What follows belongs to an exercise in optimizing a design on an open flow for small area; a production flow would make more cautious choices. RTL that was checked went through simulation tests only; none was proved equivalent to the original. For run 1, only the layout was checked, not whether the RTL still works. In every run shown here, the design's own scripts or RTL, not TritonCTS, make the clock network. The clock port is modelled as an ideal driver, which makes a skipped or thinned clock tree look cheaper than it is; a real chip needs a root buffer or a tree. Power figures rest on the tool's default switching activity, not on a simulated workload.

===== flow/config.mk =====
export PLATFORM = sky130hd
export DESIGN_NAME = main_fpga
export DESIGN_NICKNAME = main_fpga
export VERILOG_FILES = /design/flow/design.v
export SDC_FILE = /design/flow/constraint.sdc
export NUM_CORES = 4
export LEC_CHECK = 0
export CAP_MARGIN = 20
export CORE_MARGIN = 2
export CORE_UTILIZATION = 40
export SLEW_MARGIN = 20

===== flow/design.v =====
`timescale 1ns / 1ps
module main_fpga (
    input clk,
    input rst,
    input btnCenter,
    input btnTop,
    input btnBottom,
    input btnLeft,
    input btnRight,
    input [15:0] sw,
    output [3:0] ssSel,
    output [7:0] ssDisp,
    output [15:0] led
);
    assign led = 16'b0000100110011001;
    reg [1:0] th;      
    reg [3:0] tu;      
    reg S;             
    reg [10:0] C;      
    reg [1:0] g;       
    localparam [10:0] T_SEED = 11'd10;
    localparam [10:0] T_MASK = 11'h3FB;
    wire P1 = ~(g[1] | g[0]);                    
    wire P2 = tu[3] & tu[1];                     
    wire th3 = th[1] & th[0];
    wire over = th3 & ~tu[3] & ~tu[2] & (tu[1] | tu[0]);    
    wire show = th3 & (tu[3] | tu[2] | tu[1] | tu[0]);      
    wire win = ~S;
    wire btn = btnCenter | btnLeft | btnRight;
    wire [1:0] n = {btnCenter | ~btnLeft, ~btnCenter};
    wire tdone = ~|(C & T_MASK);
    wire press = btn & ~P1 & ~over & (~S | P2);
    wire comp = S & ~over & tdone;
    wire timeout = over & tdone;
    wire [1:0] add = ({2{press}} & n) | ({2{comp}} & g);
    wire s0 = tu[0] ^ add[0];
    wire c0 = tu[0] & add[0];
    wire s1 = tu[1] ^ add[1] ^ c0;
    wire c1 = (tu[1] & add[1]) | (c0 & (tu[1] | add[1]));
    wire s2 = tu[2] ^ c1;
    wire c2 = tu[2] & c1;
    wire s3 = tu[3] ^ c2;
    wire carry = s3 & (s2 | s1);                 
    wire [3:0] nu = carry ? {2'b00, s2, s0} : {s3, s2, s1, s0};
    wire [1:0] nh = {th[1] ^ (th[0] & carry), th[0] ^ carry};
    always @(posedge clk) begin
        if (P1) begin
            th <= 2'd3;
            tu <= 4'd10;
        end else begin
            th <= nh;
            tu <= nu;
        end
        S <= press | (S & ~comp & ~P2);
        if (rst)
            g <= 0;
        else
            g <= (timeout & ~P1) ? 2'b00 : {g[0] | ~g[1], ~(g[1] & g[0])};
        C <= (press | comp) ? T_SEED : {C[9:0], C[10] ^ C[1]};
    end
    localparam [1:0] G0O = 2'd3;
    localparam [1:0] G0W = 2'd0;
    localparam [1:0] G0L = 2'd2;
    localparam [1:0] G1O = 2'd1;
    localparam [1:0] G1W = 2'd0;
    localparam [1:0] G1L = 2'd2;
    localparam [2:0] G2L = 3'd5;
    localparam [3:0] G3W = 4'd12;
    localparam [3:0] G3L = 4'd14;
    reg [6:0] rc;      
    reg [4:0] J;       
    localparam [6:0] R_SEED = 7'd25;
    wire step = ~|rc[4:0];
    wire d3 = J[4];
    wire d2 = ~J[4] & J[3];
    wire d1 = ~J[4] & ~J[3] & J[2];
    wire d0 = ~J[4] & ~J[3] & ~J[2];
    reg [4:0] nj;
    always @* begin
        if (d0)
            nj = {3'b001, show ? (win ? G1W : G1L) : G1O};
        else if (d1)
            nj = {2'b01, show ? (win ? 3'd1 : G2L) : {1'b0, th}};
        else if (d2)
            nj = {1'b1, show ? (win ? G3W : G3L) : tu};
        else
            nj = {3'b000, show ? (win ? G0W : G0L) : G0O};
    end
    always @(posedge clk) begin
        if (rst) begin
            rc <= R_SEED;
            J <= {3'b000, G0O};
        end else begin
            rc <= step ? R_SEED : {rc[5:0], rc[6] ^ rc[0]};
            if (step)
                J <= nj;
        end
    end
    assign ssSel = {~d3, ~d2, ~d1, ~d0};
    assign ssDisp[7] = 1'b1;
    assign ssDisp[0] = (~J[4] & ~J[3] & ~J[2]) | (~J[4] & ~J[3] & ~J[1]) | (~J[3] & J[2] & ~J[1] & ~J[0]) | (~J[4] & ~J[2] & ~J[1] & J[0]) | (~J[3] & ~J[2] & ~J[1] & J[0]);
    assign ssDisp[1] = (J[2] & ~J[1] & J[0]) | (~J[4] & ~J[3] & ~J[2]) | (J[4] & J[2] & J[1] & ~J[0]);
    assign ssDisp[2] = (~J[2] & J[1] & ~J[0]) | (~J[4] & ~J[3] & J[0]) | (J[4] & J[3] & J[1]);
    assign ssDisp[3] = (~J[4] & ~J[3] & J[0]) | (J[4] & J[2] & ~J[1] & ~J[0]) | (J[2] & J[1] & J[0]) | (~J[4] & ~J[2] & ~J[1] & J[0]) | (~J[3] & ~J[2] & ~J[1] & J[0]);
    assign ssDisp[4] = (J[0]) | (J[4] & ~J[3] & J[2] & ~J[1]);
    assign ssDisp[5] = (J[1] & J[0]) | (~J[4] & ~J[3] & J[2] & ~J[1]) | (~J[4] & J[3] & J[1]) | (~J[3] & ~J[2] & J[0]) | (J[4] & ~J[2] & J[1]) | (~J[4] & ~J[2] & J[0]);
    assign ssDisp[6] = (~J[4] & ~J[3]) | (~J[4] & ~J[2] & ~J[1]) | (~J[3] & ~J[2] & ~J[1]) | (J[2] & J[1] & J[0]) | (J[4] & J[3] & J[2] & ~J[1]);
endmodule

===== flow/flow/area.abc =====
strash
dch -f
amap
topo

===== flow/constraint.sdc =====
create_clock -name core_clock -period 10.0 [get_ports {clk}]
set_input_delay 2.0000 -clock core_clock [delete_from_list [all_inputs] [get_ports {clk}]]
set_output_delay 2.0000 -clock core_clock [all_outputs]
set_load 0.01 [all_outputs]

===== flow/standard.sh =====
#!/bin/bash
# synth_recipe.tcl (not shown) runs the flow's synth.tcl, then flattens the netlist and writes it again
# the make line also repeats each setting of config.mk as NAME=value (left out here)
make -C /OpenROAD-flow-scripts/flow DESIGN_CONFIG=/design/flow/config.mk WORK_HOME=/design/flow/orfs CLKGATE_MAP_FILE= SYNTH_SCRIPT=/design/flow/synth_recipe.tcl "${@:-finish}"

===== flow/flow/ties.tcl =====
# One tie cell for all constant outputs: the first conb_1 drives every net
# that any tie cell drove, through its HI or LO pin. Sourced as POST_FLOORPLAN_TCL.
proc merge_ties {} {
  set block [ord::get_db_block]
  set keep ""
  set n 0
  foreach inst [$block getInsts] {
    if { [[$inst getMaster] getName] ne "sky130_fd_sc_hd__conb_1" } { continue }
    incr n
    if { $keep eq "" } { set keep $inst; continue }
    foreach pin {HI LO} {
      set net [[$inst findITerm $pin] getNet]
      if { $net eq "NULL" || $net eq "" } { continue }
      [$inst findITerm $pin] disconnect
      set knet [[$keep findITerm $pin] getNet]
      if { $knet eq "NULL" || $knet eq "" } {
        [$keep findITerm $pin] connect $net
      } else {
        foreach it [$net getITerms] { $it disconnect; $it connect $knet }
        foreach bt [$net getBTerms] { $bt disconnect; $bt connect $knet }
        odb::dbNet_destroy $net
      }
    }
    odb::dbInst_destroy $inst
  }
  puts "merge_ties: $n tie cells merged into one"
}
merge_ties

===== flow/flow/cts_single.tcl =====
# Clock tree for a design with few registers: the clock port drives one small
# inverter, which drives one large inverter, which drives every register clock
# pin. Replaces clock_tree_synthesis in ORFS's cts.tcl (sourced as PRE_CTS_TCL;
# cts.tcl then legalizes the placement and repairs timing as usual).
proc clock_tree_synthesis { args } {
  set block [ord::get_db_block]
  set db [ord::get_db]
  set clk_net [$block findNet clk]
  set leaf [odb::dbNet_create $block clknet_0_clk]
  set mid [odb::dbNet_create $block clknet_1_clk]
  $leaf setSigType CLOCK
  $mid setSigType CLOCK
  $clk_net setSigType CLOCK
  set sx 0; set sy 0; set n 0
  foreach it [$clk_net getITerms] {
    set box [[$it getInst] getBBox]
    set sx [expr {$sx + ([$box xMin] + [$box xMax]) / 2}]
    set sy [expr {$sy + ([$box yMin] + [$box yMax]) / 2}]
    incr n
    $it disconnect
    $it connect $leaf
  }
  set x [expr {$sx / $n}]
  set y [expr {$sy / $n}]
  set i1 [odb::dbInst_create $block [$db findMaster sky130_fd_sc_hd__inv_2] clkinv_1_clk]
  set i0 [odb::dbInst_create $block [$db findMaster sky130_fd_sc_hd__inv_16] clkinv_0_clk]
  [$i1 findITerm A] connect $clk_net
  [$i1 findITerm Y] connect $mid
  [$i0 findITerm A] connect $mid
  [$i0 findITerm Y] connect $leaf
  foreach i [list $i1 $i0] {
    $i setLocation $x $y
    $i setPlacementStatus PLACED
  }
  puts "cts_single: clkinv_0_clk drives $n clock pins"
}

===== flow/flow/run.sh =====
#!/bin/bash
# Layout flow: the standard ORFS flow (standard.sh) with
#  - synthesis as standard, but ABC maps for area (flow/area.abc) and no
#    adder extraction;
#  - one tie cell for all constant outputs (flow/ties.tcl);
#  - port buffers of the smallest buffer cell;
#  - one clock buffer for the few registers in place of the H-tree
#    (flow/cts_single.tcl).
# Each tool's output goes to the ORFS logs under orfs/logs and to *.log here.
set -euo pipefail
W=$(pwd)
F=$W/flow

# synthesis script: ORFS synth.tcl with its abc call using flow/area.abc
sed -e "s#log_cmd abc {\*}\$abc_args#log_cmd abc -script $F/area.abc {*}\$lib_args {*}\$lib_dont_use_args#" \
  "$FLOW_HOME/scripts/synth.tcl" > "$W/synth_area.tcl"
grep -q "area.abc" "$W/synth_area.tcl"
sed -e "s#\$::env(SCRIPTS_DIR)/synth.tcl#$W/synth_area.tcl#" synth_recipe.tcl > "$W/synth_recipe_area.tcl"
grep -q "synth_area.tcl" "$W/synth_recipe_area.tcl"

ARGS=(
  SYNTH_SCRIPT="$W/synth_recipe_area.tcl"
  ADDER_MAP_FILE=
  POST_FLOORPLAN_TCL="$F/ties.tcl"
  BUFFER_PORTS_ARGS="-buffer_cell sky130_fd_sc_hd__buf_1"
  PRE_CTS_TCL="$F/cts_single.tcl"
)
bash standard.sh "${ARGS[@]}" finish > "$W/standard_finish.log" 2>&1

==> results of run 1 <==
==> worst max path at each step <==
stage               depth (start not counted)       from     to  slack [ns]
floorplan                                  14    btnLeft  th[1]        6.36
global placement                           15  btnCenter  th[1]        6.03
detailed placement                         15  btnCenter  th[1]        5.93
CTS                                        15  btnCenter  th[1]        5.91
global route                               15  btnCenter  th[0]        5.72
finish                                     15  btnCenter  th[1]        6.07
==> metrics by stage <==
step | hold WS, ns | util | setup slack [ns]
global route | 0.4489 | 0.4150 | 5.719
finish | 0.4334 | 0.4150 | 6.074
global placement | 0.4138 | 0.4084 | 6.033
detailed placement | 0.4222 | 0.4084 | 5.931
floorplan | 0.3940 | - | 6.361
CTS | 0.4222 | 0.4150 | 5.909
==> power breakdown <==
group	internal, mW	total, mW	switching (mW)	leakage (nW)
registers	0.166	0.190	0.0240	0.266
clock network	0.00773	0.0498	0.0421	0.0140
logic	0.0433	0.112	0.0686	0.251
total	0.217	0.352	0.135	0.531
==> layer usage <==
metal	up-vias	wire length (um)	global-route usage
li1	638	-	-
met1	541	1281	0.1638
met2	24	1365	0.2719
met3	6	115	0.01042
met4	0	34	0.02660
met5	-	0	0
==> cells in the mapped netlist <==
master,instances,share of area
dfxtp_1,32,0.43
clkinv_1,28,0.071
nor2_1,23,0.058
buf_4,17,0.086
nand2_1,15,0.038
o21ai_0,12,0.040
a21oi_1,9,0.030
nor2b_1,7,0.029
nor3_1,5,0.017
nor4_1,4,0.017
a211oi_1,3,0.015
and3_1,3,0.013
nand3_1,3,0.010
o221ai_1,3,0.018
o22ai_1,3,0.013
a31oi_1,2,0.0084
conb_1,2,0.0050
o2111ai_1,2,0.012
o21a_1,2,0.010
o31ai_1,2,0.010
or2_0,2,0.0084
or3_1,2,0.0084
a211o_1,1,0.0059
a221o_1,1,0.0067
a31o_1,1,0.0059
a32o_1,1,0.0067
nor3b_1,1,0.0050
o211ai_1,1,0.0050
o22a_1,1,0.0059
o311ai_0,1,0.0059
o32ai_1,1,0.0059
==> placed cells by master (no fill, tap or decap), types with 2 or more instances in the layout <==
master / n
a211oi_1: 3
a21oi_1: 9
a31oi_1: 2
and3_1: 3
buf_1: 15
clkinv_1: 28
dfxtp_1: 32
nand2_1: 15
nand3_1: 3
nor2_1: 23
nor2b_1: 7
nor3_1: 5
nor4_1: 4
o2111ai_1: 2
o21a_1: 2
o21ai_0: 12
o221ai_1: 3
o22ai_1: 3
o31ai_1: 2
or2_0: 2
or3_1: 2
==> critical path: cells and delay by family <==
family / cells / cell delay, ns
AO/OA/AOI/OAI: 4 / 0.72
buffers and inverters: 3 / 0.34
AND/OR/NAND/NOR: 8 / 0.97
==> sequential cells by signal, indices dropped and copies added (netlist names) <==
name  count
C        11
S         1
th        2
tu        4
g         2
rc        7
J         5
==> logic make-up after synthesis <==
logic type             Yosys count
other                            2
buffers and inverters           45
AND/OR/NAND/NOR                 65
AO/OA/AOI/OAI                   46
flip-flops                      32
==> cell type report <==
cell class	count	area [um^2]	area share
Sequential cell	32	640.6	0.4281
Inverter	30	128.9	0.08612
Timing Repair Buffer	15	56.30	0.03763
Tap cell	48	60.06	0.04013
Multi-Input combinational cell	112	610.6	0.4080
==> results.py, run 1 <==
metrics = {
    "outcome": {
        "outcome": "timing/DRC/antenna clean",
    },
    "drt": {
        "dr.pass1.iters": 4,
        "vias": 1209,
        "detail_route.iter0.violations": 36,
        "drcViolationCount": 0,
        "via_per_inst": 5.101,
        "routed_wl_mm": 2.797,
        "wl_per_cell_um": 11.80,
        "postRouteAntennaNets": 0,
    },
    "global_route": {
        "first_global_vias": 1202,
        "antenna_found_initial": 0,
        "grt_overflow_total": 0,
        "grt_max_degree": 33,
        "grt_pass1_wl_mm": 4.878,
        "track_usage": 0.1389,
    },
    "yosys": {
        "synthCells": 190,
        "synthSimpleGateAreaFrac": 0.2035,
        "synth-compound-area-share": 0.2044,
        "synth_top_family_by_area": "compound AO/OA/AOI/OAI gates",
        "synth_seq_cells": 32,
        "synth_xor_xnor_area_share": 0,
        "yosysWarnings": 1,
        "synth_mux_area_frac": 0,
        "synth_fa_ha_area_frac": 0,
        "syn-cell-area_um2": 1488,
        "avgSynthCellArea_um2": 7.830,
        "synth.distinct_cells": 31,
        "seq_area_frac_synth": 0.4306,
    },
    "clock_tree": {
        "clk_latency_ns": 0.17,
        "ctsResizeCount": 0,
        "clkTransAtPathRegs_ns": 0.09,
        "cts-hold-fix-buffers": 0,
        "post_cts_buffers": 0,
    },
    "hold_path": {
        "holdPathEnd": "rc[2]",
        "holdPathStages": 2,
        "hold_start": "rc[1]",
        "hp-class": "reg -> reg",
    },
    "timing": {
        "relSlewSlack": 0.5296,
        "final_hold_viol_count": 0,
        "period_needed_ns": 3.926,
        "setup_tns_ns": 0,
        "slew_viol_final": 0,
        "period_share": 0.3926,
        "setup_viol": 0,
        "fmax_ghz": 0.2547,
        "tightest_slew_ns": 0.6968,
        "skew_ns": 0.003190,
        "rsz0062_at_grt": "false",
    },
    "power_and_ir_drop": {
        "p_leak_nw": 0.5312,
        "ir_drop_mv": 0.1027,
        "total_power_mw": 0.3516,
        "power-per-cell-area_nw_per_um2": 235.0,
    },
    "critical_path": {
        "required_ns": 10.10,
        "critical_path_class": "in -> reg",
        "cp.arrival_ns": 4.03,
        "slowest_delay_ns": 0.27,
        "worstPathCellList": "buf_1 > nor3_1 > nor3_1 > clkinv_1 > o22ai_1 > nand2_1 > nand2_1 > o21ai_0 > nor2_1 > nor2_1 > a21oi_1 > nor2_1 > nand2_1 > clkinv_1 > o221ai_1",
        "critPathCaptureType": "register",
        "reg2regPathDepth": 15,
        "rr_endpoint": "th[1]",
        "path_max_fanout": 3,
        "r2r-start": "C[1]",
        "cp_slowest_cell": "o22ai_1",
        "r2r_slack_ns": 7.23,
        "start_kind": "input port",
    },
    "placed_design": {
        "post_dp_cell_area_um2": 1473,
        "dp_hpwl_mm": 2.261,
        "placedCellCount": 235,
        "gp_congestion": 0.8216,
        "port_buffers": 15,
    },
    "floorplanning": {
        "boundaryPins": 51,
        "die_w_um": 64.99,
        "die_height_um": 64.99,
        "core_um2": 3606,
        "fp.dieArea_um2": 4223,
        "num_rows": 22,
        "initial_core_util": 0.4126,
    },
    "layout": {
        "drive_gt1_frac": 0.01058,
        "nNetsFinal": 215,
        "fillers": 388,
        "syn_to_final_growth_pct": 0.5890,
        "antennaDiodeCount": 0,
        "post_layout_nonfiller_instances": 237,
        "postLayoutCellArea_um2": 1496,
    },
    "job": {
        "cap_violations": 0,
    },
}
==> run 2, diff against run 1 <==
--- a/flow/design.v
+++ b/flow/design.v
@@ -25,4 +25,4 @@
     wire th3 = th[1] & th[0];
-    wire over = th3 & ~tu[3] & ~tu[2] & (tu[1] | tu[0]);    
-    wire show = th3 & (tu[3] | tu[2] | tu[1] | tu[0]);      
+    wire over = th3 & ~tu[3] & (tu[1] | tu[0]);   
+    wire show = th3 & (tu[3] | tu[1] | tu[0]);    
     wire win = ~S;
@@ -100,9 +100,43 @@
     assign ssDisp[7] = 1'b1;
-    assign ssDisp[0] = (~J[4] & ~J[3] & ~J[2]) | (~J[4] & ~J[3] & ~J[1]) | (~J[3] & J[2] & ~J[1] & ~J[0]) | (~J[4] & ~J[2] & ~J[1] & J[0]) | (~J[3] & ~J[2] & ~J[1] & J[0]);
-    assign ssDisp[1] = (J[2] & ~J[1] & J[0]) | (~J[4] & ~J[3] & ~J[2]) | (J[4] & J[2] & J[1] & ~J[0]);
-    assign ssDisp[2] = (~J[2] & J[1] & ~J[0]) | (~J[4] & ~J[3] & J[0]) | (J[4] & J[3] & J[1]);
-    assign ssDisp[3] = (~J[4] & ~J[3] & J[0]) | (J[4] & J[2] & ~J[1] & ~J[0]) | (J[2] & J[1] & J[0]) | (~J[4] & ~J[2] & ~J[1] & J[0]) | (~J[3] & ~J[2] & ~J[1] & J[0]);
-    assign ssDisp[4] = (J[0]) | (J[4] & ~J[3] & J[2] & ~J[1]);
-    assign ssDisp[5] = (J[1] & J[0]) | (~J[4] & ~J[3] & J[2] & ~J[1]) | (~J[4] & J[3] & J[1]) | (~J[3] & ~J[2] & J[0]) | (J[4] & ~J[2] & J[1]) | (~J[4] & ~J[2] & J[0]);
-    assign ssDisp[6] = (~J[4] & ~J[3]) | (~J[4] & ~J[2] & ~J[1]) | (~J[3] & ~J[2] & ~J[1]) | (J[2] & J[1] & J[0]) | (J[4] & J[3] & J[2] & ~J[1]);
+    wire dn_00;
+    wire dn_01;
+    wire dn_02;
+    wire dn_03;
+    wire dn_04;
+    wire dn_05;
+    wire dn_06;
+    wire dn_07;
+    wire dn_08;
+    wire dn_09;
+    wire dn_10;
+    wire dn_11;
+    wire dn_12;
+    wire dn_13;
+    wire dn_14;
+    wire dn_15;
+    wire dn_16;
+    assign dn_00 = (~(J[0]));
+    assign dn_01 = (~(J[2]));
+    assign dn_02 = (~(J[1]));
+    assign dn_03 = (~(dn_01)&~(dn_02));
+    assign dn_04 = ((J[4])&(dn_00)&(dn_03));
+    assign dn_05 = (~(J[3])&~(J[4]));
+    assign dn_06 = (~(dn_05));
+    assign dn_07 = (~(J[3])) | (~(J[4]));
+    assign dn_08 = (~(J[2])&~(J[1]));
+    assign dn_09 = (~(dn_07)&~(J[0])&~(dn_05)) | (~(dn_07)&~(dn_03)&~(dn_05)) | (~(dn_08)&~(J[0])&~(dn_05)) | (~(dn_08)&~(dn_03)&~(dn_05));
+    assign dn_10 = (~(dn_00)&~(dn_09));
+    assign dn_11 = (~(J[1])&~(dn_10)) | (~(dn_06)&~(dn_10));
+    assign dn_12 = (~(dn_05)&~(dn_10));
+    assign dn_13 = (~(J[2])) | (~(dn_02));
+    assign ssDisp[5] = (~(dn_12)&~(dn_13)) | (~(dn_04)&~(dn_11));
+    assign dn_14 = (~(J[3])&~(dn_01)) | (~(J[3])&~(dn_00)) | (~(J[4])&~(dn_01)) | (~(J[4])&~(dn_00));
+    assign ssDisp[2] = (~(dn_00)&~(dn_06)) | (~(dn_02)&~(dn_14));
+    assign dn_15 = (~(J[4])) | (~(dn_00)) | (~(J[2])) | (~(dn_02));
+    assign ssDisp[3] = (~(dn_00)&~(dn_09)) | (~(dn_15));
+    assign dn_16 = (~(dn_01)&~(dn_04)) | (~(dn_05)&~(dn_04));
+    assign ssDisp[1] = (~(dn_00)&~(dn_13)) | (~(dn_16));
+    assign ssDisp[0] = (~(J[3])&~(dn_15)) | (~(dn_03)&~(dn_12));
+    assign ssDisp[6] = (~(dn_07)&~(dn_13)) | (~(dn_09));
+    assign ssDisp[4] = (~(J[3])&~(dn_15)) | (~(dn_00));
 endmodule
==> run 2 against run 1 <==
  * Largest power group unchanged
  * Sequential power hardly changed
  * First-iteration DRC count is 44% higher
  * Fmax shrank 2.3%
  * Largest cell class unchanged
  * Synthesized cell count shrank 3.2%
  * Die area shrank 2.7%
  * Worst hold slack improved by 0.0072 ns
  * Register-to-register slack got worse by 0.08 ns
  * Highest routed layer unchanged
  * Still clean
  * Core utilization rose by 0.99 points
  * Via count down 3.8%
==> results.py, run 2 <==
metrics = {
    "outcome": {
        "outcome": "timing/DRC/antenna clean",
    },
    "clock_tree": {
        "clkTransAtPathRegs_ns": 0.10,
        "post_cts_buffers": 0,
        "ctsResizeCount": 0,
        "clk_latency_ns": 0.18,
        "cts-hold-fix-buffers": 0,
    },
    "yosys": {
        "netlist_top_cells_area": "dfxtp_1 (44%), buf_4 (8.8%), clkinv_1 (6.2%)",
        "yosys-top-cells-count": "dfxtp_1 (32), clkinv_1 (24), nor2_1 (23), buf_4 (17), nand2_1 (15)",
        "avgSynthCellArea_um2": 7.854,
        "synth_seq_cells": 32,
        "yosysWarnings": 1,
        "yosysTopAreaCell": "dfxtp_1",
        "syn-cell-area_um2": 1445,
        "synth_most_common_cell": "dfxtp_1",
        "synth.distinct_cells": 26,
        "synth_top_area_frac": 0.4433,
        "synth-edff-count": 0,
        "synth_async_sr_flop_share": 0,
        "seq_area_frac_synth": 0.4433,
        "synthCells": 184,
        "synth_top_flop_cell": "dfxtp_1",
    },
    "critical_path": {
        "r2r_slack_ns": 7.15,
        "critical_path_class": "in -> reg",
        "worstPathCellList": "buf_1 > nor3_1 > nor2_1 > nand3_1 > o21ai_0 > nand2_1 > o21ai_0 > nand2_1 > o21ai_0 > nor2b_1 > nor2_1 > nand2_1 > clkinv_1 > a221o_1",
        "slowest_delay_ns": 0.34,
        "path_max_fanout": 4,
        "crit_family": "simple AND/OR/NAND/NOR gates",
        "crit_buf_inv": 2,
        "cp.arrival_ns": 4.09,
        "cp_slowest_cell": "a221o_1",
        "critPathCaptureType": "register",
        "required_ns": 10.07,
        "start_kind": "input port",
    },
    "drt": {
        "dr.pass1.iters": 4,
        "via_per_inst": 5.079,
        "postRouteAntennaNets": 0,
        "vias": 1163,
        "routed_wl_mm": 2.573,
        "drcViolationCount": 0,
        "wl_per_cell_um": 11.24,
        "detail_route.iter0.violations": 52,
    },
    "layout": {
        "syn_to_final_growth_pct": 0.4328,
        "regMostFlops": "C",
        "antennaDiodeCount": 0,
        "largest_reg_flops": 11,
        "multi_input_area_um2": 583.1,
        "drive_gt1_frac": 0.01093,
        "final_core_util": 0.4249,
        "seq_area_um2": 640.6,
        "reg_top3": "C (11), rc (7), J (5)",
        "fillers": 360,
        "postLayoutCellArea_um2": 1451,
        "final_common_cell": "dfxtp_1",
        "nNetsFinal": 209,
        "final_cell_mix": "dfxtp_1 (32), clkinv_1 (24), nor2_1 (23)",
    },
    "placed_design": {
        "dp_slack_ns": 5.769,
        "dp_hpwl_mm": 2.011,
        "post_dp_cell_area_um2": 1428,
        "port_buffers": 15,
        "gp_congestion": 0.8888,
    },
    "job": {
        "cap_violations": 0,
    },
    "floorplanning": {
        "fp.dieArea_um2": 4109,
        "boundaryPins": 51,
        "num_rows": 21,
        "die_height_um": 64.11,
        "core_um2": 3416,
        "die_w_um": 64.11,
        "initial_core_util": 0.4231,
    },
    "timing": {
        "fmax_ghz": 0.2490,
        "setup_tns_ns": 0,
        "setup_ws_ns": 5.983,
        "period_needed_ns": 4.017,
        "setup_viol": 0,
        "slew_viol_final": 0,
        "rsz0062_at_grt": "false",
        "period_share": 0.4017,
        "final_hold_viol_count": 0,
        "skew_ns": 0.006611,
    },
    "global_route": {
        "first_global_vias": 1097,
        "antenna_found_initial": 0,
        "grt_pass1_wl_mm": 4.650,
        "grt_max_degree": 33,
        "track_usage": 0.1319,
        "grt_overflow_total": 0,
    },
    "power_and_ir_drop": {
        "ir_drop_mv": 0.1176,
        "p_leak_nw": 0.5126,
        "power-per-cell-area_nw_per_um2": 240.9,
    },
    "hold_path": {
        "hp-class": "reg -> reg",
    },
}
[run 2: cell type report]
class                      count  share of cell area
tap                           46             0.03966
timing repair buffer          15             0.03879
sequential                    32              0.4414
inverter                      26             0.07845
multi-input combinational    110              0.4017
[run 2: routing by layer]
| metal | global-route usage | wire length (um) | share of wire |
|---|---|---|---|
| met1 | 0.1861 | 1278 | 0.50 |
| met2 | 0.2331 | 1143 | 0.44 |
| met3 | 0.007042 | 134 | 0.052 |
| met4 | 0.007979 | 16 | 0.0062 |
| met5 | 0 | 0 | 0 |
[run 2: path summary, 6_finish.rpt]
path / from / to / cells after the start
min reg2reg: C[2] / C[3] / 1
min: C[2] / C[3] / 1
max reg2reg: C[1] / th[1] / 14
max: btnCenter / th[1] / 14
[run 2: cells by family after synthesis]
family,after synthesis,share of synthesized area
buf+inv,41,0.1507
compound gates,41,0.1810
other cells,2,0.005197
simple gates,68,0.2199
flops,32,0.4433
[run 2: power breakdown]
| part | internal [mW] | switching, mW | leakage, nW |
|---|---|---|---|
| Clock | 0.00778 | 0.0438 | 0.0140 |
| Combinational | 0.0433 | 0.0642 | 0.233 |
| Sequential | 0.166 | 0.0249 | 0.266 |
| Total | 0.217 | 0.133 | 0.513 |
[run 2: worst reg2reg max path, cell delays in order (launching register included)]
cell,delay (ns)
dfxtp_1,0.35
nor4_1,0.28
nand3_1,0.15
nor3_1,0.30
clkinv_1,0.14
o22ai_1,0.20
nor2_1,0.06
o21ai_0,0.22
nand2_1,0.11
o21ai_0,0.14
nor2b_1,0.22
nor2_1,0.07
nand2_1,0.10
clkinv_1,0.08
a221o_1,0.34
[run 2: per-stage QoR]
stage | std cells | power (mW) | hold WS, ns
floorplan | 199 | 0.2818 | 0.3940
global placement | 227 | 0.2974 | 0.4040
detailed placement | 227 | 0.3021 | 0.4177
CTS | 229 | 0.3432 | 0.4212
global route | 229 | 0.3823 | 0.4643
finish | 229 | 0.3496 | 0.4405
==> run 3, diff against run 2 <==
==> flow/design.v (replaced) <==
`timescale 1ns / 1ps
module main_fpga (
    input clk,
    input rst,
    input btnCenter,
    input btnTop,
    input btnBottom,
    input btnLeft,
    input btnRight,
    input [15:0] sw,
    output [3:0] ssSel,
    output [7:0] ssDisp,
    output [15:0] led
);
    assign led = 16'b0000100110011001;
    reg [1:0] th;      
    wire [1:0] th_v = th ^ 2'd0;   
    reg [3:0] tu;      
    wire [3:0] tu_v = tu ^ 4'd0;   
    reg S;             
    wire [0:0] S_v = S ^ 1'd1;   
    reg [10:0] C;      
    wire [10:0] C_v = C ^ 11'd0;   
    reg [1:0] g;       
    wire [1:0] g_v = g ^ 2'd0;   
    localparam [10:0] T_SEED = 11'd10;
    localparam [10:0] T_MASK = 11'h3FB;
    wire P1 = ~(g_v[1] | g_v[0]);                    
    wire P2 = tu_v[3] & tu_v[1];                     
    wire th3 = th_v[1] & th_v[0];
    wire over = th3 & ~tu_v[3] & (tu_v[1] | tu_v[0]);   
    wire show = th3 & (tu_v[3] | tu_v[1] | tu_v[0]);    
    wire win = ~S_v;
    wire btn = btnCenter | btnLeft | btnRight;
    wire [1:0] n = {btnCenter | ~btnLeft, ~btnCenter};
    wire tdone = ~|(C_v & T_MASK);
    wire press = btn & ~P1 & ~over & (~S_v | P2);
    wire comp = S_v & ~over & tdone;
    wire timeout = over & tdone;
    wire [1:0] add = ({2{press}} & n) | ({2{comp}} & g_v);
    wire s0 = tu_v[0] ^ add[0];
    wire c0 = tu_v[0] & add[0];
    wire s1 = tu_v[1] ^ add[1] ^ c0;
    wire c1 = (tu_v[1] & add[1]) | (c0 & (tu_v[1] | add[1]));
    wire s2 = tu_v[2] ^ c1;
    wire c2 = tu_v[2] & c1;
    wire s3 = tu_v[3] ^ c2;
    wire carry = s3 & (s2 | s1);                 
    wire [3:0] nu = carry ? {2'b00, s2, s0} : {s3, s2, s1, s0};
    wire [1:0] nh = {th_v[1] ^ (th_v[0] & carry), th_v[0] ^ carry};
    always @(posedge clk) begin
        if (P1) begin
            th <= (2'd3) ^ 2'd0;
            tu <= (4'd10) ^ 4'd0;
        end else begin
            th <= (nh) ^ 2'd0;
            tu <= (nu) ^ 4'd0;
        end
        S <= (press | (S_v & ~comp & ~P2)) ^ 1'd1;
        if (rst)
            g <= (0) ^ 2'd0;
        else
            g <= ((timeout & ~P1) ? 2'b00 : {g_v[0] | ~g_v[1], ~(g_v[1] & g_v[0])}) ^ 2'd0;
        C <= ((press | comp) ? T_SEED : {C_v[9:0], C_v[10] ^ C_v[1]}) ^ 11'd0;
    end
    localparam [1:0] G0O = 2'd3;
    localparam [1:0] G0W = 2'd0;
    localparam [1:0] G0L = 2'd2;
    localparam [1:0] G1O = 2'd1;
    localparam [1:0] G1W = 2'd0;
    localparam [1:0] G1L = 2'd2;
    localparam [2:0] G2L = 3'd5;
    localparam [3:0] G3W = 4'd12;
    localparam [3:0] G3L = 4'd14;
    reg [6:0] rc;      
    wire [6:0] rc_v = rc ^ 7'd21;   
    reg [4:0] J;       
    wire [4:0] J_v = J ^ 5'd3;   
    localparam [6:0] R_SEED = 7'd25;
    wire step = ~|rc_v[4:0];
    wire d3 = J_v[4];
    wire d2 = ~J_v[4] & J_v[3];
    wire d1 = ~J_v[4] & ~J_v[3] & J_v[2];
    wire d0 = ~J_v[4] & ~J_v[3] & ~J_v[2];
    reg [4:0] nj;
    always @* begin
        if (d0)
            nj = {3'b001, show ? (win ? G1W : G1L) : G1O};
        else if (d1)
            nj = {2'b01, show ? (win ? 3'd1 : G2L) : {1'b0, th_v}};
        else if (d2)
            nj = {1'b1, show ? (win ? G3W : G3L) : tu_v};
        else
            nj = {3'b000, show ? (win ? G0W : G0L) : G0O};
    end
    always @(posedge clk) begin
        if (rst) begin
            rc <= (R_SEED) ^ 7'd21;
            J <= ({3'b000, G0O}) ^ 5'd3;
        end else begin
            rc <= (step ? R_SEED : {rc_v[5:0], rc_v[6] ^ rc_v[0]}) ^ 7'd21;
            if (step)
                J <= (nj) ^ 5'd3;
        end
    end
    assign ssSel = {~d3, ~d2, ~d1, ~d0};
    assign ssDisp[7] = 1'b1;
    wire dn_00;
    wire dn_01;
    wire dn_02;
    wire dn_03;
    wire dn_04;
    wire dn_05;
    wire dn_06;
    wire dn_07;
    wire dn_08;
    wire dn_09;
    wire dn_10;
    wire dn_11;
    wire dn_12;
    wire dn_13;
    wire dn_14;
    wire dn_15;
    wire dn_16;
    assign dn_00 = (~(J_v[0]));
    assign dn_01 = (~(J_v[2]));
    assign dn_02 = (~(J_v[1]));
    assign dn_03 = (~(dn_01)&~(dn_02));
    assign dn_04 = ((J_v[4])&(dn_00)&(dn_03));
    assign dn_05 = (~(J_v[3])&~(J_v[4]));
    assign dn_06 = (~(dn_05));
    assign dn_07 = (~(J_v[3])) | (~(J_v[4]));
    assign dn_08 = (~(J_v[2])&~(J_v[1]));
    assign dn_09 = (~(dn_07)&~(J_v[0])&~(dn_05)) | (~(dn_07)&~(dn_03)&~(dn_05)) | (~(dn_08)&~(J_v[0])&~(dn_05)) | (~(dn_08)&~(dn_03)&~(dn_05));
    assign dn_10 = (~(dn_00)&~(dn_09));
    assign dn_11 = (~(J_v[1])&~(dn_10)) | (~(dn_06)&~(dn_10));
    assign dn_12 = (~(dn_05)&~(dn_10));
    assign dn_13 = (~(J_v[2])) | (~(dn_02));
    assign ssDisp[5] = (~(dn_12)&~(dn_13)) | (~(dn_04)&~(dn_11));
    assign dn_14 = (~(J_v[3])&~(dn_01)) | (~(J_v[3])&~(dn_00)) | (~(J_v[4])&~(dn_01)) | (~(J_v[4])&~(dn_00));
    assign ssDisp[2] = (~(dn_00)&~(dn_06)) | (~(dn_02)&~(dn_14));
    assign dn_15 = (~(J_v[4])) | (~(dn_00)) | (~(J_v[2])) | (~(dn_02));
    assign ssDisp[3] = (~(dn_00)&~(dn_09)) | (~(dn_15));
    assign dn_16 = (~(dn_01)&~(dn_04)) | (~(dn_05)&~(dn_04));
    assign ssDisp[1] = (~(dn_00)&~(dn_13)) | (~(dn_16));
    assign ssDisp[0] = (~(J_v[3])&~(dn_15)) | (~(dn_03)&~(dn_12));
    assign ssDisp[6] = (~(dn_07)&~(dn_13)) | (~(dn_09));
    assign ssDisp[4] = (~(J_v[3])&~(dn_15)) | (~(dn_00));
endmodule
==> run 3 against run 2 <==
  * Still clean on timing, DRC and antenna
  * Power about the same
  * Fmax is 4.1% lower
  * Sequential cell count did not move
  * Core utilization decreased by 0.34 points
  * Largest power group unchanged
==> results.py, run 3 <==
metrics = {
    "power_and_ir_drop": {
        "power-per-cell-area_nw_per_um2": 246.5,
        "ir_drop_mv": 0.1044,
        "p_leak_nw": 0.4937,
    },
    "floorplanning": {
        "fp.dieArea_um2": 4020,
        "num_rows": 21,
        "initial_core_util": 0.4196,
        "die_height_um": 63.40,
        "core_um2": 3363,
        "die_w_um": 63.40,
        "boundaryPins": 51,
    },
    "critical_path": {
        "critical_path_class": "in -> reg",
        "critPathCaptureType": "register",
        "required_ns": 10.06,
        "r2r-start": "tu[1]",
        "reg2regPathDepth": 13,
        "cp.arrival_ns": 4.25,
        "start_kind": "input port",
        "path_max_fanout": 4,
        "r2r_slack_ns": 7.10,
        "rr_endpoint": "th[0]",
    },
    "timing": {
        "setup_viol": 0,
        "skew_ns": 0.003538,
        "period_needed_ns": 4.189,
        "rsz0062_at_grt": "false",
        "setup_ws_ns": 5.811,
        "period_share": 0.4189,
        "slew_viol_final": 0,
        "setup_tns_ns": 0,
        "final_hold_viol_count": 0,
        "fmax_ghz": 0.2387,
    },
    "clock_tree": {
        "clk_latency_ns": 0.17,
        "cts-hold-fix-buffers": 0,
        "post_cts_buffers": 0,
        "clkTransAtPathRegs_ns": 0.09,
        "ctsResizeCount": 0,
    },
    "yosys": {
        "synth_top_flop_cell": "dfxtp_1",
        "synth-edff-count": 0,
        "yosysTopAreaCell": "dfxtp_1",
        "yosysWarnings": 1,
        "synth_most_common_cell": "dfxtp_1",
        "syn-cell-area_um2": 1411,
        "synth_top_area_frac": 0.4539,
        "synthCells": 177,
        "yosys-top-cells-count": "dfxtp_1 (32), nor2_1 (25), o21ai_0 (19), buf_4 (17), clkinv_1 (17)",
        "synth_async_sr_flop_share": 0,
        "netlist_top_cells_area": "dfxtp_1 (45%), buf_4 (9.0%), o21ai_0 (6.7%)",
        "synth_seq_cells": 32,
        "avgSynthCellArea_um2": 7.974,
        "seq_area_frac_synth": 0.4539,
        "synth.distinct_cells": 25,
    },
    "placed_design": {
        "dp_slack_ns": 5.571,
        "gp_congestion": 0.8229,
        "dp_hpwl_mm": 2.143,
        "port_buffers": 15,
    },
    "outcome": {
        "outcome": "timing/DRC/antenna clean",
    },
    "job": {
        "cap_violations": 0,
    },
    "hold_path": {
        "hp-class": "reg -> reg",
        "holdPathStages": 1,
        "hold_start": "rc[1]",
        "holdPathEnd": "rc[2]",
    },
    "global_route": {
        "track_usage": 0.1317,
        "first_global_vias": 1091,
        "grt_overflow_total": 0,
        "grt_max_degree": 33,
        "antenna_found_initial": 0,
        "grt_pass1_wl_mm": 4.540,
    },
    "drt": {
        "routed_wl_mm": 2.668,
        "dr.pass1.iters": 4,
        "wl_per_cell_um": 12.02,
        "drcViolationCount": 0,
        "via_per_inst": 5.216,
        "vias": 1158,
        "detail_route.iter0.violations": 41,
        "postRouteAntennaNets": 0,
    },
    "layout": {
        "nNetsFinal": 202,
        "antennaDiodeCount": 0,
        "drive_gt1_frac": 0.01136,
        "regMostFlops": "C",
        "multi_input_area_um2": 575.6,
        "reg_top3": "C (11), rc (7), J (5)",
        "final_common_cell": "dfxtp_1",
        "syn_to_final_growth_pct": 0.4433,
        "final_core_util": 0.4215,
        "seq_area_um2": 640.6,
        "final_cell_mix": "dfxtp_1 (32), nor2_1 (25), o21ai_0 (19)",
        "fillers": 369,
        "largest_reg_flops": 11,
    },
}
==> run 3: cell count changes after synthesis, sizes merged, moves of 3 or more <==
cell / previous run / this run
a21oi: 5 / 8
nand2: 15 / 12
o21ai: 14 / 19
clkinv: 24 / 17
==> run 3: report_power, final <==
| group | internal, mW | leakage [nW] | switching (mW) |
|---|---|---|---|
| logic | 0.0434 | 0.214 | 0.0621 |
| registers | 0.166 | 0.266 | 0.0285 |
| clock network | 0.00775 | 0.0140 | 0.0419 |
==> run 3: layout make-up <==
class / count / area share
Inverter: 19 / 0.06178
Tap cell: 46 / 0.04060
Multi-Input combinational cell: 110 / 0.4060
Sequential cell: 32 / 0.4519
Timing Repair Buffer: 15 / 0.03972
==> run 3: how the worst max path moves through the flow <==
stage,from,depth (start not counted),slack (ns),endpoint
after floorplan,btnLeft,12,6.15,th[0]
after global placement,btnCenter,13,5.80,th[0]
after detailed placement,btnCenter,13,5.57,th[0]
after CTS,btnCenter,13,5.57,th[0]
after global routing,btnCenter,13,5.45,th[0]
final,btnCenter,13,5.81,th[0]
==> run 3: stage by stage <==
| step | instance area (um^2) | std cells | hold slack (ns) | total power [mW] |
|---|---|---|---|---|
| finish | 1418 | 222 | 0.3956 | 0.3494 |
| global route | 1418 | 222 | 0.4175 | 0.3776 |
| CTS | 1418 | 222 | 0.3730 | 0.3442 |
| detailed placement | 1394 | 220 | 0.3730 | 0.3032 |
| global placement | 1394 | 220 | 0.3691 | 0.2962 |
| floorplan | 1468 | 192 | 0.3583 | 0.2808 |
==> run 3: cell families after synthesis <==
logic type,after synthesis,share of synthesized area
AO/OA/AOI/OAI,45,0.1942
AND/OR/NAND/NOR,64,0.2110
buffers and inverters,34,0.1356
flip-flops,32,0.4539
other,2,0.005321
==> run 3: worst max-delay path, stage by stage <==
cell,delay [ns]
buf_1,0.12
nor3_1,0.07
nor4_1,0.43
clkinv_1,0.15
o21ai_0,0.26
nand2_1,0.15
o21ai_0,0.24
nand2_1,0.12
o21ai_0,0.16
nor2b_1,0.23
nor2_1,0.08
o21ai_0,0.15
o21ai_0,0.09
==> run 3: layer usage <==
metal | up-vias | part of all wire | global-route usage
met5 | - | 0 | 0
met4 | 0 | 0.0049 | 0.005435
met3 | 4 | 0.054 | 0.008929
met2 | 29 | 0.49 | 0.2605
met1 | 525 | 0.45 | 0.1620
li1 | 600 | - | -
==> run 4, diff against run 3 <==
--- a/flow/flow/run.sh
+++ b/flow/flow/run.sh
@@ -6,4 +6,4 @@
 #  - port buffers of the smallest buffer cell;
-#  - one clock buffer for the few registers in place of the H-tree
-#    (flow/cts_single.tcl).
+#  - in place of the clock H-tree, two inverters (small, then large) from the
+#    clock port to all the registers (flow/cts_single.tcl).
 # Each tool's output goes to the ORFS logs under orfs/logs and to *.log here.
==> run 4 against run 3 <==
  * Register-to-register slack hardly changed
  * Sequential cell count unchanged
  * Worst hold slack stayed put
  * Highest routed layer unchanged
==> results.py, run 4 <==
metrics = {
    "timing": {
        "skew_ns": 0.003538,
        "fmax_ghz": 0.2387,
        "setup_tns_ns": 0,
        "setup_viol": 0,
        "rsz0062_at_grt": "false",
        "final_hold_viol_count": 0,
        "slew_viol_final": 0,
        "period_needed_ns": 4.189,
        "period_share": 0.4189,
    },
    "layout": {
        "syn_to_final_growth_pct": 0.4433,
        "drive_gt1_frac": 0.01136,
        "nNetsFinal": 202,
        "reg_top3": "C (11), rc (7), J (5)",
        "fillers": 369,
        "final_cell_mix": "dfxtp_1 (32), nor2_1 (25), o21ai_0 (19)",
        "final_common_cell": "dfxtp_1",
        "largest_reg_flops": 11,
        "antennaDiodeCount": 0,
        "regMostFlops": "C",
    },
    "outcome": {
        "outcome": "timing/DRC/antenna clean",
    },
    "yosys": {
        "synthSimpleGateAreaFrac": 0.2110,
        "syn-cell-area_um2": 1411,
        "synth_top_family_by_area": "simple AND/OR/NAND/NOR gates",
        "synth_xor_xnor_area_share": 0,
        "synth_top_area_frac": 0.4539,
        "yosysTopAreaCell": "dfxtp_1",
        "synth_fa_ha_area_frac": 0,
        "synth-edff-count": 0,
        "synth.distinct_cells": 25,
        "synth_async_sr_flop_share": 0,
        "avgSynthCellArea_um2": 7.974,
        "synth_top_flop_cell": "dfxtp_1",
        "synth_seq_cells": 32,
        "synthCells": 177,
        "yosys-top-cells-count": "dfxtp_1 (32), nor2_1 (25), o21ai_0 (19), buf_4 (17), clkinv_1 (17)",
        "synth-compound-area-share": 0.1941,
        "synth_most_common_cell": "dfxtp_1",
        "synth_mux_area_frac": 0,
        "netlist_top_cells_area": "dfxtp_1 (45%), buf_4 (9.0%), o21ai_0 (6.7%)",
        "seq_area_frac_synth": 0.4539,
        "yosysWarnings": 1,
    },
    "drt": {
        "via_per_inst": 5.216,
        "dr.pass1.iters": 4,
        "vias": 1158,
        "detail_route.iter0.violations": 41,
        "wl_per_cell_um": 12.02,
        "routed_wl_mm": 2.668,
        "postRouteAntennaNets": 0,
        "drcViolationCount": 0,
    },
    "critical_path": {
        "start_kind": "input port",
        "cp.arrival_ns": 4.25,
        "cp_slowest_cell": "nor4_1",
        "path_max_fanout": 4,
        "crit_buf_inv": 2,
        "worstPathCellList": "buf_1 > nor3_1 > nor4_1 > clkinv_1 > o21ai_0 > nand2_1 > o21ai_0 > nand2_1 > o21ai_0 > nor2b_1 > nor2_1 > o21ai_0 > o21ai_0",
        "required_ns": 10.06,
        "critPathCaptureType": "register",
        "crit_top_cell": "o21ai_0",
        "critical_path_class": "in -> reg",
        "slowest_delay_ns": 0.43,
        "crit_family": "simple AND/OR/NAND/NOR gates",
    },
    "power_and_ir_drop": {
        "power.share.combinational": 0.302,
        "p_leak_nw": 0.4937,
        "ir_drop_mv": 0.1044,
        "swShare": 0.3790,
        "internal_power_mw": 0.2170,
        "switchingPower_mw": 0.1324,
        "seq_power_share": 0.556,
        "total_power_mw": 0.3494,
        "p_clk_frac": 0.142,
        "power-per-cell-area_nw_per_um2": 246.5,
    },
    "placed_design": {
        "gp_congestion": 0.8229,
        "dp_hpwl_mm": 2.143,
        "port_buffers": 15,
    },
    "global_route": {
        "track_usage": 0.1317,
        "antenna_found_initial": 0,
        "met1_usage": 0.1620,
        "first_global_vias": 1091,
        "busiest_layer": "met2",
        "grt_pass1_wl_mm": 4.540,
        "use_met2": 0.2605,
        "gr-usage-met3": 0.008929,
        "grt_overflow_total": 0,
        "grt_max_degree": 33,
    },
    "clock_tree": {
        "cts-hold-fix-buffers": 0,
        "clkTransAtPathRegs_ns": 0.09,
        "post_cts_buffers": 0,
        "ctsResizeCount": 0,
        "clk_latency_ns": 0.17,
    },
    "floorplanning": {
        "core_um2": 3363,
        "num_rows": 21,
        "fp.dieArea_um2": 4020,
        "die_height_um": 63.40,
        "boundaryPins": 51,
        "initial_core_util": 0.4196,
        "die_w_um": 63.40,
    },
    "job": {
        "cap_violations": 0,
    },
    "hold_path": {
        "hp-class": "reg -> reg",
    },
}
[run 4: path summary, 6_finish.rpt]
kind / startpoint / to / slack [ns] / cells after the start
worst min-delay path: rc[1] / rc[2] / 0.40 / 1
worst max-delay path: btnCenter / th[0] / 5.81 / 13
worst max register to register: tu[1] / th[0] / 7.10 / 13
worst min register to register: rc[1] / rc[2] / 0.40 / 1
[run 4: layout make-up]
| class | count | area (um^2) | area share |
|---|---|---|---|
| flip-flops and latches | 32 | 640.6 | 0.4519 |
| repair buffers | 15 | 56.30 | 0.03972 |
| well taps | 46 | 57.56 | 0.04060 |
| multi-input cells | 110 | 575.6 | 0.4060 |
| inverters | 19 | 87.58 | 0.06178 |
[run 4: power by group through the flow]
stage | clock [mW] | sequential, mW | combinational, mW
floorplan | 0 | 0.188 | 0.0925
global placement | 0 | 0.196 | 0.100
detailed placement | 0 | 0.197 | 0.106
CTS | 0.0403 | 0.198 | 0.106
global route | 0.0565 | 0.200 | 0.121
finish | 0.0496 | 0.194 | 0.106
[run 4: metal layers]
layer	share of wire	routed length (um)	vias up
met5	0	0	-
met2	0.49	1302	29
met3	0.054	144	4
met1	0.45	1208	525
met4	0.0049	13	0
li1	-	-	600
[run 4: stage by stage]
stage | hold slack [ns] | util | area (um^2) | instances | worst slack [ns]
2_1_floorplan | 0.3583 | - | 1468 | 192 | 6.149
3_3_place_gp | 0.3691 | 0.4144 | 1394 | 220 | 5.800
3_5_place_dp | 0.3730 | 0.4144 | 1394 | 220 | 5.571
4_1_cts | 0.3730 | 0.4215 | 1418 | 222 | 5.573
5_1_grt | 0.4175 | 0.4215 | 1418 | 222 | 5.446
6_report | 0.3956 | 0.4215 | 1418 | 222 | 5.811
[run 4: worst reg2reg max path, cell delays in order (launching register included)]
cell and delay [ns]:
dfxtp_1 0.37, o211ai_1 0.30, nor2_1 0.09, nor4_1 0.40, clkinv_1 0.15, o21ai_0 0.26, nand2_1 0.15, o21ai_0 0.24
nand2_1 0.12, o21ai_0 0.16, nor2b_1 0.23, nor2_1 0.08, o21ai_0 0.15, o21ai_0 0.09
[run 4: kinds of logic after synthesis]
group / Yosys count
AND/OR/NAND/NOR: 64
buffers and inverters: 34
AO/OA/AOI/OAI: 45
other: 2
flip-flops: 32

separate check: timing with driven ports:
In the flow no input, the clock included, has a driving cell. The finished layouts below were timed again as built, in two steps.
Step 1: set_driving_cell puts a clkbuf_16 on clk and a buf_2 on each other input, an assumption about the parent block.
Step 2 times the ports against the registers' clock, not the clock port: input delays grow and output delays shrink by t, the midpoint of the rising clock arrivals with the driver on.
a / b / c = ideal ports / drivers / drivers and shift; a / b = the first two.
run | t, ns | slack for setup (ns) | clock arrival spread, ns
run 1 | 0.199 | 6.074 / 6.077 / 5.878 | 0.004 / 0.004
run 2 | 0.202 | 5.983 / 5.987 / 5.785 | 0.007 / 0.006
run 3 | 0.195 | 5.811 / 5.814 / 5.619 | 0.003 / 0.004
run 4 | 0.195 | 5.811 / 5.814 / 5.619 | 0.003 / 0.004
After both steps setup and hold are still met in every run listed. For run 2, which loses most, drivers alone change the setup slack by +0.004 ns; drivers and shift together by -0.198 ns.
